Background: an optimization exercise with open tools, aiming at small area and few clock cycles per item. Do not read the settings as production practice. RTL that was checked went through simulation tests only; none was proved equivalent to the original.

==> run F: inputs <==
Design mul_op, start of the top module:
module mul_op #(parameter INPUTS = 2,
		parameter OUTPUTS = 1,
		parameter DATA_IN_SIZE = 32,
		parameter DATA_OUT_SIZE = 32)
		(
		input clk,
		input rst,
		input [INPUTS * (DATA_IN_SIZE)- 1 : 0]data_in_bus,
		input [INPUTS - 1 : 0]valid_in_bus,
		output [INPUTS - 1 : 0] ready_in_bus,
		output [OUTPUTS * (DATA_OUT_SIZE) - 1 : 0]data_out_bus,
		output [OUTPUTS - 1 : 0]valid_out_bus,
		input 	[OUTPUTS - 1 : 0] ready_out_bus
);
clock: 8.0 ns
lec_check: 0
abc_area: 1
cap_margin: 20
core_margin: 2
core_utilization: 40
slew_margin: 20
synth_hierarchical: 1
run.sh (not shown) runs the stock make flow with config.mk's settings and CLKGATE_MAP_FILE= SYNTH_SCRIPT=/design/flow/synth_recipe.tcl, a recipe that flattens the netlist after the stock synthesis.
==> inputs of run A, as changes to run F <==
--- a/flow/design.v
+++ b/flow/design.v
@@ -687,40 +687,40 @@
   wire pp6 = t[6] & pp5;
   wire pg7 = g[7] | (t[7] & pg6);
   wire pp7 = t[7] & pp6;
   wire pg8 = g[8] | (t[8] & pg7);
   wire pp8 = t[8] & pp7;
-  wire pg9 = g[10] | (t[10] & g[9]);
-  wire pp9 = t[10] & t[9];
-  wire pg10 = g[12] | (t[12] & g[11]);
-  wire pp10 = t[12] & t[11];
-  wire pg11 = g[14] | (t[14] & g[13]);
-  wire pp11 = t[14] & t[13];
-  wire pg12 = g[16] | (t[16] & g[15]);
-  wire pp12 = t[16] & t[15];
-  wire pg13 = g[18] | (t[18] & g[17]);
-  wire pp13 = t[18] & t[17];
-  wire pg14 = g[20] | (t[20] & g[19]);
-  wire pp14 = t[20] & t[19];
-  wire pg15 = g[22] | (t[22] & g[21]);
-  wire pp15 = t[22] & t[21];
-  wire pg16 = g[24] | (t[24] & g[23]);
-  wire pp16 = t[24] & t[23];
-  wire pg17 = g[26] | (t[26] & g[25]);
-  wire pp17 = t[26] & t[25];
-  wire pg18 = g[28] | (t[28] & g[27]);
-  wire pp18 = t[28] & t[27];
-  wire pg19 = g[30] | (t[30] & g[29]);
-  wire pp19 = t[30] & t[29];
-  wire pg20 = pg9 | (pp9 & pg8);
-  wire pp20 = pp9 & pp8;
-  wire pg21 = pg11 | (pp11 & pg10);
-  wire pp21 = pp11 & pp10;
-  wire pg22 = pg13 | (pp13 & pg12);
-  wire pp22 = pp13 & pp12;
-  wire pg23 = pg15 | (pp15 & pg14);
-  wire pp23 = pp15 & pp14;
+  wire pg9 = g[9] | (t[9] & pg8);
+  wire pp9 = t[9] & pp8;
+  wire pg10 = g[10] | (t[10] & pg9);
+  wire pp10 = t[10] & pp9;
+  wire pg11 = g[11] | (t[11] & pg10);
+  wire pp11 = t[11] & pp10;
+  wire pg12 = g[12] | (t[12] & pg11);
+  wire pp12 = t[12] & pp11;
+  wire pg13 = g[13] | (t[13] & pg12);
+  wire pp13 = t[13] & pp12;
+  wire pg14 = g[14] | (t[14] & pg13);
+  wire pp14 = t[14] & pp13;
+  wire pg15 = g[15] | (t[15] & pg14);
+  wire pp15 = t[15] & pp14;
+  wire pg16 = g[16] | (t[16] & pg15);
+  wire pp16 = t[16] & pp15;
+  wire pg17 = g[18] | (t[18] & g[17]);
+  wire pp17 = t[18] & t[17];
+  wire pg18 = g[20] | (t[20] & g[19]);
+  wire pp18 = t[20] & t[19];
+  wire pg19 = g[22] | (t[22] & g[21]);
+  wire pp19 = t[22] & t[21];
+  wire pg20 = g[24] | (t[24] & g[23]);
+  wire pp20 = t[24] & t[23];
+  wire pg21 = g[26] | (t[26] & g[25]);
+  wire pp21 = t[26] & t[25];
+  wire pg22 = g[28] | (t[28] & g[27]);
+  wire pp22 = t[28] & t[27];
+  wire pg23 = g[30] | (t[30] & g[29]);
+  wire pp23 = t[30] & t[29];
   wire pg24 = pg17 | (pp17 & pg16);
   wire pp24 = pp17 & pp16;
   wire pg25 = pg19 | (pp19 & pg18);
   wire pp25 = pp19 & pp18;
   wire pg26 = pg21 | (pp21 & pg20);
@@ -729,79 +729,65 @@
   wire pp27 = pp23 & pp22;
   wire pg28 = pg25 | (pp25 & pg24);
   wire pp28 = pp25 & pp24;
   wire pg29 = pg27 | (pp27 & pg26);
   wire pp29 = pp27 & pp26;
-  wire pg30 = pg28 | (pp28 & pg29);
-  wire pp30 = pp28 & pp29;
-  wire pg31 = pg22 | (pp22 & pg26);
-  wire pp31 = pp22 & pp26;
-  wire pg32 = pg24 | (pp24 & pg29);
-  wire pp32 = pp24 & pp29;
-  wire pg33 = pg10 | (pp10 & pg20);
-  wire pp33 = pp10 & pp20;
-  wire pg34 = pg12 | (pp12 & pg26);
-  wire pp34 = pp12 & pp26;
-  wire pg35 = pg14 | (pp14 & pg31);
-  wire pp35 = pp14 & pp31;
-  wire pg36 = pg16 | (pp16 & pg29);
-  wire pp36 = pp16 & pp29;
-  wire pg37 = pg18 | (pp18 & pg32);
-  wire pp37 = pp18 & pp32;
-  wire pg38 = g[9] | (t[9] & pg8);
-  wire pp38 = t[9] & pp8;
-  wire pg39 = g[11] | (t[11] & pg20);
-  wire pp39 = t[11] & pp20;
-  wire pg40 = g[13] | (t[13] & pg33);
-  wire pp40 = t[13] & pp33;
-  wire pg41 = g[15] | (t[15] & pg26);
-  wire pp41 = t[15] & pp26;
-  wire pg42 = g[17] | (t[17] & pg34);
-  wire pp42 = t[17] & pp34;
-  wire pg43 = g[19] | (t[19] & pg31);
-  wire pp43 = t[19] & pp31;
-  wire pg44 = g[21] | (t[21] & pg35);
-  wire pp44 = t[21] & pp35;
-  wire pg45 = g[23] | (t[23] & pg29);
-  wire pp45 = t[23] & pp29;
-  wire pg46 = g[25] | (t[25] & pg36);
-  wire pp46 = t[25] & pp36;
-  wire pg47 = g[27] | (t[27] & pg32);
-  wire pp47 = t[27] & pp32;
-  wire pg48 = g[29] | (t[29] & pg37);
-  wire pp48 = t[29] & pp37;
+  wire pg30 = pg29 | (pp29 & pg28);
+  wire pp30 = pp29 & pp28;
+  wire pg31 = pg26 | (pp26 & pg28);
+  wire pp31 = pp26 & pp28;
+  wire pg32 = pg18 | (pp18 & pg24);
+  wire pp32 = pp18 & pp24;
+  wire pg33 = pg20 | (pp20 & pg28);
+  wire pp33 = pp20 & pp28;
+  wire pg34 = pg22 | (pp22 & pg31);
+  wire pp34 = pp22 & pp31;
+  wire pg35 = g[17] | (t[17] & pg16);
+  wire pp35 = t[17] & pp16;
+  wire pg36 = g[19] | (t[19] & pg24);
+  wire pp36 = t[19] & pp24;
+  wire pg37 = g[21] | (t[21] & pg32);
+  wire pp37 = t[21] & pp32;
+  wire pg38 = g[23] | (t[23] & pg28);
+  wire pp38 = t[23] & pp28;
+  wire pg39 = g[25] | (t[25] & pg33);
+  wire pp39 = t[25] & pp33;
+  wire pg40 = g[27] | (t[27] & pg31);
+  wire pp40 = t[27] & pp31;
+  wire pg41 = g[29] | (t[29] & pg34);
+  wire pp41 = t[29] & pp34;
   assign p[0] = t[0];
   assign p[1] = t[1] ^ g[0];
   assign p[2] = t[2] ^ pg1;
   assign p[3] = t[3] ^ pg2;
   assign p[4] = t[4] ^ pg3;
   assign p[5] = t[5] ^ pg4;
   assign p[6] = t[6] ^ pg5;
   assign p[7] = t[7] ^ pg6;
   assign p[8] = t[8] ^ pg7;
   assign p[9] = t[9] ^ pg8;
-  assign p[10] = t[10] ^ pg38;
-  assign p[11] = t[11] ^ pg20;
-  assign p[12] = t[12] ^ pg39;
-  assign p[13] = t[13] ^ pg33;
-  assign p[14] = t[14] ^ pg40;
-  assign p[15] = t[15] ^ pg26;
-  assign p[16] = t[16] ^ pg41;
-  assign p[17] = t[17] ^ pg34;
-  assign p[18] = t[18] ^ pg42;
-  assign p[19] = t[19] ^ pg31;
-  assign p[20] = t[20] ^ pg43;
-  assign p[21] = t[21] ^ pg35;
-  assign p[22] = t[22] ^ pg44;
-  assign p[23] = t[23] ^ pg29;
-  assign p[24] = t[24] ^ pg45;
-  assign p[25] = t[25] ^ pg36;
-  assign p[26] = t[26] ^ pg46;
-  assign p[27] = t[27] ^ pg32;
-  assign p[28] = t[28] ^ pg47;
-  assign p[29] = t[29] ^ pg37;
-  assign p[30] = t[30] ^ pg48;
+  assign p[10] = t[10] ^ pg9;
+  assign p[11] = t[11] ^ pg10;
+  assign p[12] = t[12] ^ pg11;
+  assign p[13] = t[13] ^ pg12;
+  assign p[14] = t[14] ^ pg13;
+  assign p[15] = t[15] ^ pg14;
+  assign p[16] = t[16] ^ pg15;
+  assign p[17] = t[17] ^ pg16;
+  assign p[18] = t[18] ^ pg35;
+  assign p[19] = t[19] ^ pg24;
+  assign p[20] = t[20] ^ pg36;
+  assign p[21] = t[21] ^ pg32;
+  assign p[22] = t[22] ^ pg37;
+  assign p[23] = t[23] ^ pg28;
+  assign p[24] = t[24] ^ pg38;
+  assign p[25] = t[25] ^ pg33;
+  assign p[26] = t[26] ^ pg39;
+  assign p[27] = t[27] ^ pg31;
+  assign p[28] = t[28] ^ pg40;
+  assign p[29] = t[29] ^ pg34;
+  assign p[30] = t[30] ^ pg41;
   assign p[31] = t[31] ^ pg30;
 endmodule
 module fa_cell (input a, input b, input ci, output s, output co);
   assign s = a ^ b ^ ci;
   assign co = (a & b) | (a & ci) | (b & ci);
==> flow/flow/run.sh (new file) <==
#!/bin/bash
set -euo pipefail
cd "$(dirname "$0")/.."
bash standard.sh 'BUFFER_PORTS_ARGS=-buffer_cell sky130_fd_sc_hd__buf_1' finish > standard_sh.log 2>&1 || { tail -50 standard_sh.log; exit 1; }
tail -5 standard_sh.log
ls -l out/final.def
==> flow/standard.sh (new file) <==
#!/bin/bash
# synth_recipe.tcl (not shown) runs the flow's synth.tcl, then flattens the netlist and writes it again
# the make line also repeats each setting of config.mk as NAME=value (left out here)
make -C /OpenROAD-flow-scripts/flow DESIGN_CONFIG=/design/flow/config.mk WORK_HOME=/design/flow/orfs CLKGATE_MAP_FILE= SYNTH_SCRIPT=/design/flow/synth_recipe.tcl "${@:-finish}"
removed: flow/run.sh
==> inputs of run R, as changes to run F <==
==> flow/flow/run.sh (new file) <==
#!/bin/bash
# The standard layout (standard.sh) with two changes to how it is made:
#  - ABC's area script for the synthesis's technology mapping is flow/abc_area.script
#    (run from a copy of ORFS's scripts folder that differs only in that file);
#  - the port buffers are made from the smallest buffer cell, buf_1.
# The synthesis is otherwise the standard one (synth_recipe.tcl), so the registers
# and their names are the standard synthesis's.
set -euo pipefail
cd "$(dirname "$0")/.."
W=$PWD
rm -rf "$W/scripts_abc"
cp -r "$FLOW_HOME/scripts" "$W/scripts_abc"
cp "$W/flow/abc_area.script" "$W/scripts_abc/abc_area.script"
diff -r "$FLOW_HOME/scripts" "$W/scripts_abc" > scripts_diff.log 2>&1 || true
bash standard.sh "SCRIPTS_DIR=$W/scripts_abc" 'BUFFER_PORTS_ARGS=-buffer_cell sky130_fd_sc_hd__buf_1' finish > standard_sh.log 2>&1 || { tail -50 standard_sh.log; exit 1; }
tail -5 standard_sh.log
ls -l out/final.def
==> flow/flow/abc_area.script (new file) <==
strash
dch
amap
topo
==> flow/standard.sh (new file) <==
#!/bin/bash
# synth_recipe.tcl (not shown) runs the flow's synth.tcl, then flattens the netlist and writes it again
# the make line also repeats each setting of config.mk as NAME=value (left out here)
make -C /OpenROAD-flow-scripts/flow DESIGN_CONFIG=/design/flow/config.mk WORK_HOME=/design/flow/orfs CLKGATE_MAP_FILE= SYNTH_SCRIPT=/design/flow/synth_recipe.tcl "${@:-finish}"
removed: flow/run.sh
==> inputs of run E, as changes to run F <==
==> flow/flow/run.sh (new file) <==
#!/bin/bash
# The standard layout (standard.sh) with three changes to how it is made:
#  - ABC's area script for the synthesis's technology mapping is flow/abc_area.script
#    (run from a copy of ORFS's scripts folder that differs only in that file);
#  - the port buffers are made from the smallest buffer cell, buf_1;
#  - clock tree synthesis uses clkbuf_8 for its root and tree buffers and adds no dummy loads.
# The synthesis is otherwise the standard one (synth_recipe.tcl), so the registers
# and their names are the standard synthesis's.
set -euo pipefail
cd "$(dirname "$0")/.."
W=$PWD
rm -rf "$W/scripts_abc"
cp -r "$FLOW_HOME/scripts" "$W/scripts_abc"
cp "$W/flow/abc_area.script" "$W/scripts_abc/abc_area.script"
diff -r "$FLOW_HOME/scripts" "$W/scripts_abc" > scripts_diff.log 2>&1 || true
bash standard.sh "SCRIPTS_DIR=$W/scripts_abc" 'BUFFER_PORTS_ARGS=-buffer_cell sky130_fd_sc_hd__buf_1' \
  'CTS_ARGS=-sink_clustering_enable -repair_clock_nets -root_buf sky130_fd_sc_hd__clkbuf_8 -buf_list sky130_fd_sc_hd__clkbuf_8 -dont_use_dummy_load' finish > standard_sh.log 2>&1 || { tail -50 standard_sh.log; exit 1; }
tail -5 standard_sh.log
ls -l out/final.def
==> flow/flow/abc_area.script (new file) <==
strash
dch
map -a
topo
==> flow/standard.sh (new file) <==
#!/bin/bash
# synth_recipe.tcl (not shown) runs the flow's synth.tcl, then flattens the netlist and writes it again
# the make line also repeats each setting of config.mk as NAME=value (left out here)
make -C /OpenROAD-flow-scripts/flow DESIGN_CONFIG=/design/flow/config.mk WORK_HOME=/design/flow/orfs CLKGATE_MAP_FILE= SYNTH_SCRIPT=/design/flow/synth_recipe.tcl "${@:-finish}"
- CORE_UTILIZATION: 40 -> 60
- CTS_BUF_LIST: not set -> sky130_fd_sc_hd__clkbuf_8
- GPL_TIMING_DRIVEN: not set -> 0
- PLACE_DENSITY: not set -> 0.75
removed: flow/run.sh
==> comparison <==
- Run R finished with timing, DRC and antenna clean. Run F passed the timing, design-rule and antenna checks. Run E completed with no timing, DRC or antenna violations. Run A completed and failed the layout checks on setup timing.
- In run R the via count is higher than in run E, by about 15%.
- Hold slack, lowest first: run R, run E, run A, run F.
- Flip-flop and latch count is the same in run R and run A.
- Synthesized area, lowest first: run R, run E, run A, run F.
- Between run E and run F, the lower count of clock-buffer cells in the layout is in run E (gap 3).
- Non-clock buffer count: run A > run R > run F > run E.
- In register-to-register slack, run E and run R hardly differ.
Testbench counts of run F, summed over its fixed seeds: cycles 12,008, items 12,000.
Testbench counts of run R, summed over its fixed seeds: cycles 12,008, items 12,000.
Testbench counts of run E, summed over its fixed seeds: cycles 12,008, items 12,000.
For run A, only the layout was checked, not whether the RTL still works.

what the ideal ports hide:
The flow's constraints put no driver on any port. The routed layouts listed below were extracted and timed again, unchanged, in two steps. Step 1 sets driving cells, clkbuf_16 on the clock port and buf_2 on the other inputs (assumed; they add their load-dependent delay and slew). Step 2, shift: input delay + t, output delay - t, t = (earliest + latest rising clock arrival at the registers) / 2. This alone moves slack from input paths to output paths. a / b / c = no drivers / after step 1 / after step 2; a / b = the first two.
run	t (ns)	slack for setup (ns)	worst hold slack (ns)	latest minus earliest clock arrival (ns)	worst slew at a driven data input, ns
run F	0.320	0.435 / 0.451 / 0.131	1.056 / 1.056 / 1.056	0.013 / 0.012	0.04
run A	0.327	-0.761 / -0.775 / -1.101	1.053 / 1.053 / 1.053	0.008 / 0.009	0.07
run R	0.344	0.431 / 0.456 / 0.113	0.669 / 0.669 / 0.669	0.005 / 0.005	0.05
run E	0.363	0.327 / 0.344 / -0.019	0.853 / 0.853 / 0.853	0.032 / 0.032	0.05
Met with ideal ports but missed after step 2: setup timing in run E. The setup slack of run E, which loses most, moves by +0.017 ns with the drivers and by -0.346 ns with both steps.
